Background: an optimization exercise with open tools, aiming at small area, a short achievable clock period and few clock cycles. Do not read the settings as production practice. Function was checked by simulation only, so behaviour that the tests miss may differ from the original.

$ cat design/flow/rc.hex
0000000000000001
0000000000008082
800000000000808A
8000000080008000
000000000000808B
0000000080000001
8000000080008081
8000000000008009
000000000000008A
0000000000000088
0000000080008009
000000008000000A
000000008000808B
800000000000008B
8000000000008089
8000000000008003
8000000000008002
8000000000000080
000000000000800A
800000008000000A
8000000080008081
8000000000008080
0000000080000001
8000000080008008
$ cat design/flow/run.sh
#!/bin/bash
# synth_recipe.tcl (not shown) runs the flow's synth.tcl, then flattens the netlist and writes it again
# the make line also repeats each setting of config.mk as NAME=value (left out here)
make -C /OpenROAD-flow-scripts/flow DESIGN_CONFIG=/design/flow/config.mk WORK_HOME=/design/flow/orfs CLKGATE_MAP_FILE= SYNTH_SCRIPT=/design/flow/synth_recipe.tcl finish
$ cat design/flow/config.mk
export PLATFORM = sky130hd
export DESIGN_NAME = Encoder
export DESIGN_NICKNAME = Encoder
export VERILOG_FILES = /design/flow/design.v
export SDC_FILE = /design/flow/constraint.sdc
export NUM_CORES = 4
export LEC_CHECK = 0
export CAP_MARGIN = 20
export CORE_MARGIN = 2
export CORE_UTILIZATION = 40
export SLEW_MARGIN = 20
$ cat design/flow/constraint.sdc
create_clock -name core_clock -period 10.0 [get_ports {clk}]
set_input_delay 2.0000 -clock core_clock [delete_from_list [all_inputs] [get_ports {clk}]]
set_output_delay 2.0000 -clock core_clock [all_outputs]
set_load 0.01 [all_outputs]
$ cat design/flow/design.v
module Encoder (clk, rst, in, start, ready, putInput, outReady, out);
    input clk, rst, start;
    input [24:0] in;
    output ready, putInput, outReady;
    output [24:0] out;
    function integer bpos(input integer x, input integer y);
        bpos = 24 - (((x + 2) % 5) + 5 * ((y + 2) % 5));
    endfunction
    function integer rotv(input integer x, input integer y);
        case (x * 5 + y)
            0: rotv = 0;   1: rotv = 36;  2: rotv = 3;   3: rotv = 41;  4: rotv = 18;
            5: rotv = 1;   6: rotv = 44;  7: rotv = 10;  8: rotv = 45;  9: rotv = 2;
            10: rotv = 62; 11: rotv = 6;  12: rotv = 43; 13: rotv = 15; 14: rotv = 61;
            15: rotv = 28; 16: rotv = 55; 17: rotv = 25; 18: rotv = 21; 19: rotv = 56;
            20: rotv = 27; 21: rotv = 20; 22: rotv = 39; 23: rotv = 8;  default: rotv = 14;
        endcase
    endfunction
    reg [63:0] rcValues [0:23];
    initial $readmemh("rc.hex", rcValues);
    reg        comp;      
    reg [4:0]  rnd;       
    reg        piPend;    
    reg [6:0]  lc;        
    reg        readyR, putInputR, outReadyR;
    wire lastRnd  = comp & (rnd == 5'd23);
    wire accept   = start & readyR;
    wire pendN    = piPend | accept;
    wire putNow   = piPend & (~comp | lastRnd);
    wire loadDone = (lc == 7'd1);
    wire compN    = loadDone | (comp & ~lastRnd);
    wire [4:0] rndN = comp ? rnd + 5'd1 : 5'd0;
    wire [6:0] lcN  = putNow ? 7'd64 : (lc != 7'd0) ? lc - 7'd1 : 7'd0;
    wire pendNN   = pendN & ~putNow;
    always @(posedge clk or posedge rst) begin
        if (rst) begin
            comp <= 1'b0;
            rnd <= 5'd0;
            piPend <= 1'b0;
            lc <= 7'd0;
            readyR <= 1'b0;
            putInputR <= 1'b0;
            outReadyR <= 1'b0;
        end else begin
            comp <= compN;
            rnd <= loadDone ? 5'd0 : rndN;
            piPend <= pendNN;
            lc <= lcN;
            readyR <= ~pendNN & (lcN == 7'd0);
            putInputR <= pendNN & (~compN | (rndN == 5'd23)) & ~loadDone;
            outReadyR <= comp & (rnd == 5'd22);
        end
    end
    assign ready = readyR;
    assign putInput = putInputR;
    assign outReady = outReadyR;
    reg  [1599:0] st;
    wire [319:0]  par;    
    wire [319:0]  dd;     
    wire [1599:0] th;     
    wire [1599:0] pp;     
    wire [1599:0] nx;     
    wire [63:0]   rcw = rcValues[rnd];
    genvar i, x, y;
    generate
        for (i = 0; i < 64; i = i + 1) begin : g_sl
            for (x = 0; x < 5; x = x + 1) begin : g_par
                assign par[i*5 + x] = st[i*25 + bpos(x, 0)] ^ st[i*25 + bpos(x, 1)] ^
                                      st[i*25 + bpos(x, 2)] ^ st[i*25 + bpos(x, 3)] ^
                                      st[i*25 + bpos(x, 4)];
                assign dd[i*5 + x] = par[i*5 + (x + 4) % 5] ^ par[((i + 63) % 64)*5 + (x + 1) % 5];
                for (y = 0; y < 5; y = y + 1) begin : g_th
                    assign th[i*25 + bpos(x, y)] = st[i*25 + bpos(x, y)] ^ dd[i*5 + x];
                    assign pp[i*25 + bpos(y, (2*x + 3*y) % 5)] =
                        th[((i + 64 - rotv(x, y)) % 64)*25 + bpos(x, y)];
                end
            end
            for (x = 0; x < 5; x = x + 1) begin : g_chi
                for (y = 0; y < 5; y = y + 1) begin : g_chy
                    if (x == 0 && y == 0) begin : g_iota
                        assign nx[i*25 + bpos(x, y)] = pp[i*25 + bpos(x, y)] ^
                            (~pp[i*25 + bpos((x + 1) % 5, y)] & pp[i*25 + bpos((x + 2) % 5, y)]) ^
                            rcw[63 - i];
                    end else begin : g_plain
                        assign nx[i*25 + bpos(x, y)] = pp[i*25 + bpos(x, y)] ^
                            (~pp[i*25 + bpos((x + 1) % 5, y)] & pp[i*25 + bpos((x + 2) % 5, y)]);
                    end
                end
            end
        end
    endgenerate
    always @(posedge clk) begin
        if (comp)
            st <= nx;
        else
            st <= {in, st[1599:25]};
    end
    assign out = st[24:0];
endmodule
==> impl_metrics.prom <==
# TYPE chip_impl_metric gauge
chip_impl_metric{name="worst-endpoint-arrival",unit="ns"} 2.40
chip_impl_info{name="yosys_most_used_dff",value="dfxtp_1"} 1
chip_impl_metric{name="grt_start_max_net_pins",unit=""} 207
chip_impl_metric{name="wirelength_met1",unit="mm"} 256
chip_impl_metric{name="regToRegSetupSlack",unit="ns"} 5.72
chip_impl_metric{name="synth_compound_area_share",unit="%"} 6.45
chip_impl_metric{name="cts_resized",unit=""} 0
chip_impl_metric{name="total_grt_overflow",unit=""} 0
chip_impl_info{name="crit_slowest_cell",value="dfxtp_1"} 1
chip_impl_info{name="critPathCaptureType",value="output pin"} 1
chip_impl_metric{name="global_route.usage.total",unit="%"} 46.1
chip_impl_info{name="setup.worst_path.class",value="reg2out"} 1
chip_impl_info{name="hold_class",value="reg2reg"} 1
chip_impl_metric{name="port-buffer-count",unit=""} 55
chip_impl_info{name="hold_start",value="st[730]"} 1
chip_impl_metric{name="post_synth.cell_area_avg",unit="µm²"} 11.4
chip_impl_metric{name="die_outline_area",unit="µm²"} 319000
chip_impl_metric{name="synthesis.area",unit="µm²"} 126000
chip_impl_metric{name="area_growth_syn_to_layout",unit="%"} 9.98
chip_impl_metric{name="critical_path_fanouts_max",unit=""} 3
chip_impl_info{name="clock_tree.root_cell",value="clkbuf_16"} 1
chip_impl_metric{name="post_synth_and_or_nand_nor_area_fraction",unit="%"} 12.6
chip_impl_metric{name="post_synth_mux_area_share",unit="%"} 0.139
chip_impl_metric{name="post_synth_xor_area_fraction",unit="%"} 53.7
chip_impl_metric{name="floorplan.initialDensity",unit="%"} 40.3
chip_impl_metric{name="detailedRoute.firstPassIterationCount",unit=""} 9
chip_impl_metric{name="synth_unique_cells",unit=""} 37
chip_impl_metric{name="whs_path_depth",unit=""} 2
chip_impl_metric{name="final_cell_area",unit="µm²"} 138000
chip_impl_metric{name="fp.coreArea",unit="µm²"} 312000
chip_impl_metric{name="clkLatencyLatePin",unit="ns"} 0.99
chip_impl_metric{name="maxCapViolations",unit=""} 0
chip_impl_metric{name="post-dp-hpwl",unit="mm"} 631
chip_impl_metric{name="routed-via-count",unit=""} 93514
chip_impl_metric{name="final_hold_viol_count",unit=""} 0
chip_impl_metric{name="detailroute.wirelength.met3",unit="mm"} 116
chip_impl_metric{name="drive_gt1_share",unit="%"} 7.07
chip_impl_metric{name="grt_pass1_vias",unit=""} 86402
chip_impl_metric{name="grt_pass1_wl",unit="mm"} 935
chip_impl_info{name="layout_commonest_cell",value="xnor3_1"} 1
chip_impl_metric{name="number_of_register_bits_inferred_by_synthesis",unit=""} 1617
chip_impl_metric{name="drt-initial-drc-count",unit=""} 15811
chip_impl_metric{name="finalNetCount",unit=""} 11078
chip_impl_info{name="route.top_layer_used",value="met5"} 1
chip_impl_info{name="regToRegEndpoint",value="st[923]"} 1
chip_impl_metric{name="synth_seq_area_share",unit="%"} 25.8
chip_impl_metric{name="number_of_antenna_violations_at_the_first_check_in_global_routing",unit=""} 75
chip_impl_metric{name="cts_buffer_depth",unit=""} 4
chip_impl_info{name="synth_top_family_by_area",value="XOR/XNOR gates"} 1
chip_impl_metric{name="post_cts_hold_buffer_count",unit=""} 0
chip_impl_metric{name="fp.dieH",unit="µm"} 565
chip_impl_metric{name="cts-buffers-inserted",unit=""} 208
chip_impl_metric{name="synth_adder_area_share",unit="%"} 0.0994
chip_impl_metric{name="clkSinkCount",unit=""} 1617
chip_impl_metric{name="cp_data_required_time",unit="ns"} 8.00
chip_impl_metric{name="floorplan.die.width",unit="µm"} 565
chip_impl_info{name="cts_tree",value="built"} 1
chip_impl_metric{name="post-cts-setup-buffers",unit=""} 0
chip_impl_metric{name="ff2ff_path_depth",unit=""} 6
chip_impl_metric{name="worstMarginPinSlew",unit="ns"} 1.36
chip_impl_metric{name="wl_met2",unit="mm"} 286
chip_impl_metric{name="timing.slew.headroom",unit="%"} 9.17
chip_impl_metric{name="setup_viol",unit=""} 0
chip_impl_metric{name="max_freq",unit="MHz"} 227
chip_impl_metric{name="drc",unit=""} 0
chip_impl_metric{name="mappedNetlistNets",unit=""} 11097
chip_impl_metric{name="place_congestion",unit=""} 1.17
chip_impl_info{name="cp_top_family",value="flip-flops"} 1
chip_impl_metric{name="synth_edf_count",unit=""} 0
chip_impl_metric{name="yosys_warnings",unit=""} 1
chip_impl_metric{name="post-route-period-util",unit="%"} 44.0
chip_impl_info{name="critical_path.reg2reg.startpoint",value="st[1596]"} 1
chip_impl_info{name="status",value="no timing/DRC/antenna violations"} 1
chip_impl_metric{name="cts.clk_slew.worst_paths",unit="ns"} 0.06
chip_impl_info{name="most-common-layout-cells",value="1,911 x xnor3_1, 1,848 x xnor2_1, 1,683 x nor2_1"} 1
chip_impl_info{name="crit_path_start",value="st[20]"} 1
chip_impl_info{name="crit_path_start_kind",value="flop"} 1
chip_impl_metric{name="fin_setup_tns",unit="ns"} 0
chip_impl_metric{name="cts_max_level",unit=""} 4
chip_impl_metric{name="route.antenna.remaining_nets",unit=""} 0
chip_impl_metric{name="rows",unit=""} 205
chip_impl_info{name="crit_path_cell_trace",value="clkdlybuf4s50_1"} 1
chip_impl_metric{name="synth_cells",unit=""} 11059
chip_impl_info{name="setup_repair_after_global_routing_missed_its_margin",value="no"} 1
chip_impl_metric{name="async_set_or_reset_flop_fraction_in_the_synthesized_netlist",unit="%"} 1.05
chip_impl_metric{name="ioPinCount",unit=""} 56
chip_impl_metric{name="clock-skew-final",unit="ns"} 0.0584
chip_impl_info{name="whs_endpoint",value="st[705]"} 1
chip_impl_metric{name="path_buf_inv",unit=""} 1
chip_impl_metric{name="finalWorstPathRequiredPeriod",unit="ns"} 4.40
chip_impl_metric{name="slew_viol_final",unit=""} 0
chip_impl_metric{name="cpPeakStageDelay",unit="ns"} 0.76
chip_impl_metric{name="drt-total-wl",unit="mm"} 748
chip_impl_metric{name="dpl-instance-area",unit="µm²"} 131000
chip_impl_metric{name="routed_via_density",unit=""} 6.06
chip_impl_metric{name="wire_per_inst",unit="µm"} 48.5
[layer usage]
| layer | vias up | global-route usage [%] |
|---|---|---|
| li1 | 36909 | - |
| met1 | 47393 | 52.8 |
| met2 | 7382 | 61.2 |
| met3 | 1792 | 22.9 |
| met4 | 38 | 44.3 |
| met5 | - | 0.938 |
[registers in the layout, indices dropped and copies added (netlist names)]
| signal | cells |
|---|---|
| comp | 1 |
| outReadyR | 1 |
| readyR | 1 |
| putInputR | 1 |
| rnd | 5 |
| lc | 7 |
| piPend | 1 |
| st | 1600 |
[how the worst max path moves through the flow]
stage / end / depth (start not counted) / slack, ns
6_report: out[20] / 1 / 5.60
5_1_grt: out[20] / 1 / 5.65
4_1_cts: out[20] / 1 / 5.65
3_5_place_dp: st[923] / 6 / 6.02
3_3_place_gp: st[923] / 6 / 5.97
2_1_floorplan: out[11] / 1 / 7.53
[final cells by class]
cell class	instances	area, µm²
Sequential cell	1617	32500
Tap cell	4140	5180
Inverter	8	30.0
Antenna cell	72	180
Timing Repair Buffer	155	1420
Fill cell	29102	174000
Multi-Input combinational cell	9050	91900
Clock inverter	67	933
Clock buffer	310	6310
[cells in the mapped netlist (4+ instances only)]
cell      count  area (µm²)
xnor3_1    1918       43200
xnor2_1    1855       16200
nor2_1     1683        6320
dfxtp_1    1600       32000
a21oi_1    1599        8000
nand2b_1   1378        8620
clkbuf_1    359        1350
xnor2_4     200        5510
xnor2_2     120        1950
nand2_1      82         308
nor2b_1      79         494
xor2_1       79         692
buf_4        25         188
dfrtp_1      17         425
ha_1         10         125
inv_1         8        30.0
mux2_2        8        90.1
o21ai_0       8        40.0
nand3_1       5        25.0
mux2i_1       4        40.0
[cells by family (layout without fill, tap and decap cells)]
kind of cell    count (synthesis)  after routing
fa+ha+maj                      10             10
flops                        1617           1617
compound gates               1617           1617
simple gates                 3235           3235
xor+xnor                     4174           4174
buf+inv                       392            540
mux                            14             14
other cells                     0             72
[through the flow]
| step | utilization [%] | std cells | hold WS (ns) | worst slack, ns |
|---|---|---|---|---|
| 2_1_floorplan | - | 11059 | 0.464 | 7.53 |
| 3_3_place_gp | 41.9 | 14970 | 0.489 | 5.97 |
| 3_5_place_dp | 41.9 | 14970 | 0.492 | 6.02 |
| 6_report | 44.3 | 15419 | 0.482 | 5.60 |
| 5_1_grt | 44.3 | 15354 | 0.506 | 5.65 |
| 4_1_cts | 44.3 | 15347 | 0.489 | 5.65 |
Testbench counts, summed over its fixed seeds: cycles 1,980.

==> static timing again, ports no longer ideal <==
No port has a modelled driver above. Below, the same layout with a new extraction and two added sets of constraints.
Step 1 (the two cells are an assumption about what drives the block):
set clk [get_ports {clk}]
set_driving_cell -lib_cell sky130_fd_sc_hd__clkbuf_16 $clk
set_driving_cell -lib_cell sky130_fd_sc_hd__buf_2 [delete_from_list [all_inputs] $clk]
Step 2, shift: input delay + t, output delay - t, t = (earliest + latest rising clock arrival at the registers) / 2. This alone moves slack from input paths to output paths.
Three values: ideal ports, drivers, drivers and shift; two values: the first two.
shift t [ns]: 1.071
slack for setup (ns): 5.601 / 5.490 / 5.717
hold WS [ns]: 0.482 / 0.482 / 0.482
worst setup path after step 2: register to register
After both steps this run still meets setup and hold. The setup slack of this run moves by -0.111 ns with the drivers and by +0.116 ns with both steps.
